From an optimization exercise on the open Yosys and OpenROAD flow, aimed at small area; shortcuts taken in it are not production practice.
Function was checked by simulation only, so behaviour that the tests miss may differ from the original.
No driver is modelled on the clock port, so clock power and skew are understated where the tree is cut down; a real chip needs a root buffer or a tree.
No activity file was given, so power comes from the tool's default toggle rates.

JK:
// poly_fir_stage1
module poly_fir_stage1 #(
    parameter int DECIMATION_FACTOR = 9,
    parameter int TAP_LEN          = 63,
    parameter int DATA_WIDTH       = 16,
    parameter int COEF_WIDTH       = 16,
    parameter int BUF_LEN          = 64
    )(
    input  logic                          clk,
    input  logic                          rst,
    input  logic                          din_valid,
    output logic                          dout_valid,
    input  logic signed [DATA_WIDTH-1:0]  din,
    output logic signed [DATA_WIDTH-1:0]  dout
    );
    localparam int LW = 20;           
    localparam int HW = 32 - LW;      
    wire accept = din_valid & ~rst;
    logic       qs;
    logic [2:0] qm;
    always_ff @(posedge clk) begin
        if (rst) begin
            qs <= 1'b0;
            qm <= 3'd4;
        end else if (accept) begin
            if (qs) begin
                if (qm == 3'd1) begin
                    qs <= 1'b0;
                    qm <= 3'd0;
                end else begin
                    qm <= qm - 3'd1;
                end
            end else begin
                if (qm == 3'd4) qs <= 1'b1;
                else qm <= qm + 3'd1;
            end
        end
    end
    logic       go;
    logic       busy;
    logic [1:0] r;
    logic [2:0] j;
    wire last = busy & (j == 3'd6) & (r == 2'd3);
    wire       busy_n = rst ? 1'b0 : (go | (busy & ~last));
    wire [2:0] j_n = (go | (j == 3'd6)) ? 3'd0 : j + 3'd1;
    wire [1:0] r_n = go ? 2'd0 : ((j == 3'd6) ? r + 2'd1 : r);
    always_ff @(posedge clk) begin
        go   <= accept;
        busy <= busy_n;
        j    <= j_n;
        r    <= r_n;
    end
    wire blk_end = last & ~qs & (qm == 3'd4);
    logic       ks, ks_n;
    logic [1:0] km, km_n;
    always_comb begin
        ks_n = ks;
        km_n = km;
  ...
For scale: about 700 cells after synthesis, ~260 flip-flops.
==> flow/config.mk <==
export PLATFORM = sky130hd
export DESIGN_NAME = poly_fir_stage1
export DESIGN_NICKNAME = poly_fir_stage1
export VERILOG_FILES = /design/flow/design.v
export SDC_FILE = /design/flow/constraint.sdc
export NUM_CORES = 8
export LEC_CHECK = 0
export CAP_MARGIN = 20
export CORE_MARGIN = 2
export CORE_UTILIZATION = 65
export GPL_TIMING_DRIVEN = 0
export SLEW_MARGIN = 20
==> flow/constraint.sdc <==
create_clock -name core_clock -period 10.0 [get_ports {clk}]
set_input_delay 2.0000 -clock core_clock [delete_from_list [all_inputs] [get_ports {clk}]]
set_output_delay 2.0000 -clock core_clock [all_outputs]
set_load 0.01 [all_outputs]
standard.sh (not shown) runs the stock make flow with config.mk's settings and CLKGATE_MAP_FILE= SYNTH_SCRIPT=/design/flow/synth_recipe.tcl, a recipe that flattens the netlist after the stock synthesis.
==> flow/flow/run.sh <==
#!/bin/bash
# Own layout flow: the standard flow (standard.sh) with changes that only affect how the
# layout is built:
#  - synthesis: flow/synth.tcl (the standard flow's synthesis script with an area-oriented ABC mapping;
#    same registers, names and cell types),
#  - port buffers use the smallest buffer cell,
#  - the clock tree is built by flow/cts_manual.tcl (one root buffer, nine leaf buffers over
#    equal groups of flip-flops) in place of clock_tree_synthesis,
set -euo pipefail
here=$(pwd)
export OWN_ABC_SCRIPT="$here/flow/area.abc"
export BUFFER_PORTS_ARGS="-buffer_cell sky130_fd_sc_hd__buf_1"
export PRE_CTS_TCL="$here/flow/cts_manual.tcl"
export OWN_CTS_LEAVES=9 OWN_CTS_COLS=3 OWN_CTS_CLOCK_PORT=clk
export OWN_CTS_LEAF_BUF=sky130_fd_sc_hd__clkbuf_16 OWN_CTS_ROOT_BUF=sky130_fd_sc_hd__clkbuf_8
sed "s#SYNTH_SCRIPT=[^ ]*#SYNTH_SCRIPT=$here/flow/synth.tcl#" standard.sh > own_standard.sh
bash own_standard.sh finish > make_flow.log 2>&1
==> flow/flow/area.abc <==
strash
 &get -n
 &fraig -x
 &put
 scorr
 dc2
 strash
 &get -n
 &deepsyn -J 300
 &synch2
 &dch -f
 &nf -a -R 1000
 &put
 mfs3 -a
 strash
 &get -n
 &dch -f
 &nf -a -R 1000
 &put
Other scripts of this flow, unchanged in this note and not shown: flow/flow/cts_manual.tcl, flow/flow/synth.tcl
Inputs modified between JK and MS:
# JK
export LEC_CHECK = 0
export CAP_MARGIN = 20
export CORE_MARGIN = 2
export CORE_UTILIZATION = 65
export GPL_TIMING_DRIVEN = 0
export SLEW_MARGIN = 20
create_clock -name core_clock -period 10.0 [get_ports {clk}]
# MS
export LEC_CHECK = 0
export CAP_MARGIN = 20
export CORE_MARGIN = 2
export CORE_UTILIZATION = 65
export SLEW_MARGIN = 20
create_clock -name core_clock -period 10.0 [get_ports {clk}]
==> flow/flow/run.sh <==
#!/bin/bash
# Own layout flow: the standard flow (standard.sh) with changes that only affect how the
# layout is built:
#  - synthesis: flow/synth.tcl (the standard flow's synthesis script with an area-oriented ABC mapping;
#    same registers, names and cell types),
#  - port buffers use the smallest buffer cell,
#  - clock tree synthesis builds one level of large clock buffers without dummy loads,
set -euo pipefail
here=$(pwd)
export OWN_ABC_SCRIPT="$here/flow/area.abc"
export BUFFER_PORTS_ARGS="-buffer_cell sky130_fd_sc_hd__buf_1"
export PRE_CTS_TCL="$here/flow/cts_manual.tcl"
export OWN_CTS_LEAVES=9 OWN_CTS_COLS=3 OWN_CTS_CLOCK_PORT=clk
export OWN_CTS_LEAF_BUF=sky130_fd_sc_hd__clkbuf_16 OWN_CTS_ROOT_BUF=sky130_fd_sc_hd__clkbuf_8
export CTS_ARGS="-sink_clustering_enable -repair_clock_nets -sink_clustering_size 32 -sink_clustering_max_diameter 100 -buf_list sky130_fd_sc_hd__clkbuf_16 -dont_use_dummy_load -root_buf sky130_fd_sc_hd__clkbuf_8 -tree_buf sky130_fd_sc_hd__clkbuf_8"
sed "s#SYNTH_SCRIPT=[^ ]*#SYNTH_SCRIPT=$here/flow/synth.tcl#" standard.sh > own_standard.sh
bash own_standard.sh finish > make_flow.log 2>&1
-- flow/flow/area.abc --
<<< JK, line 12
 &nf -a -R 1000
 &put
 mfs3 -a
 strash
 &get -n
 &dch -f
 &nf -a -R 1000
 &put
>>> MS, line 12
 &nf -a -R 1000
 &put
Findings:
Run comparison: MS start point of the critical path x[1]; JK start point of the critical path qm[0]
Compared with JK, in MS global-route wire length before repair now larger; part of the cycle the worst path needs picked up an extra 0.47 points; power saw an increase; worst setup slack decreased by 0.047 ns relative to the old numbers.
No run of this note takes its clock network from TritonCTS; it comes from the design's own scripts or RTL.

==> static timing again, ports no longer ideal <==
Ports are ideal in the flow. The routed layouts listed here were re-timed in OpenROAD. Step 1 (the two cells are an assumption about what drives the block):
set clk [get_ports {clk}]
set_driving_cell -lib_cell sky130_fd_sc_hd__clkbuf_16 $clk
set_driving_cell -lib_cell sky130_fd_sc_hd__buf_2 [delete_from_list [all_inputs] $clk]
Step 2 adds t to the input delays and takes it off the output delays; t is the mean of the earliest and latest rising clock arrival at the registers after step 1. Input paths then give back, and output paths get back, about the clock's delay inside the block. Slacks: no drivers / after step 1 / after step 2; pairs: no drivers / after step 1.
run	t (ns)	setup WS [ns]	latest minus earliest clock arrival (ns)	worst data-port slew with drivers (ns)	pins driven straight from the clock port
JK	0.499	0.394 / 0.394 / 0.394	0.014 / 0.014	0.04	1
MS	0.510	0.347 / 0.347 / 0.347	0.017 / 0.017	0.03	1
After both steps every run listed still meets setup and hold.
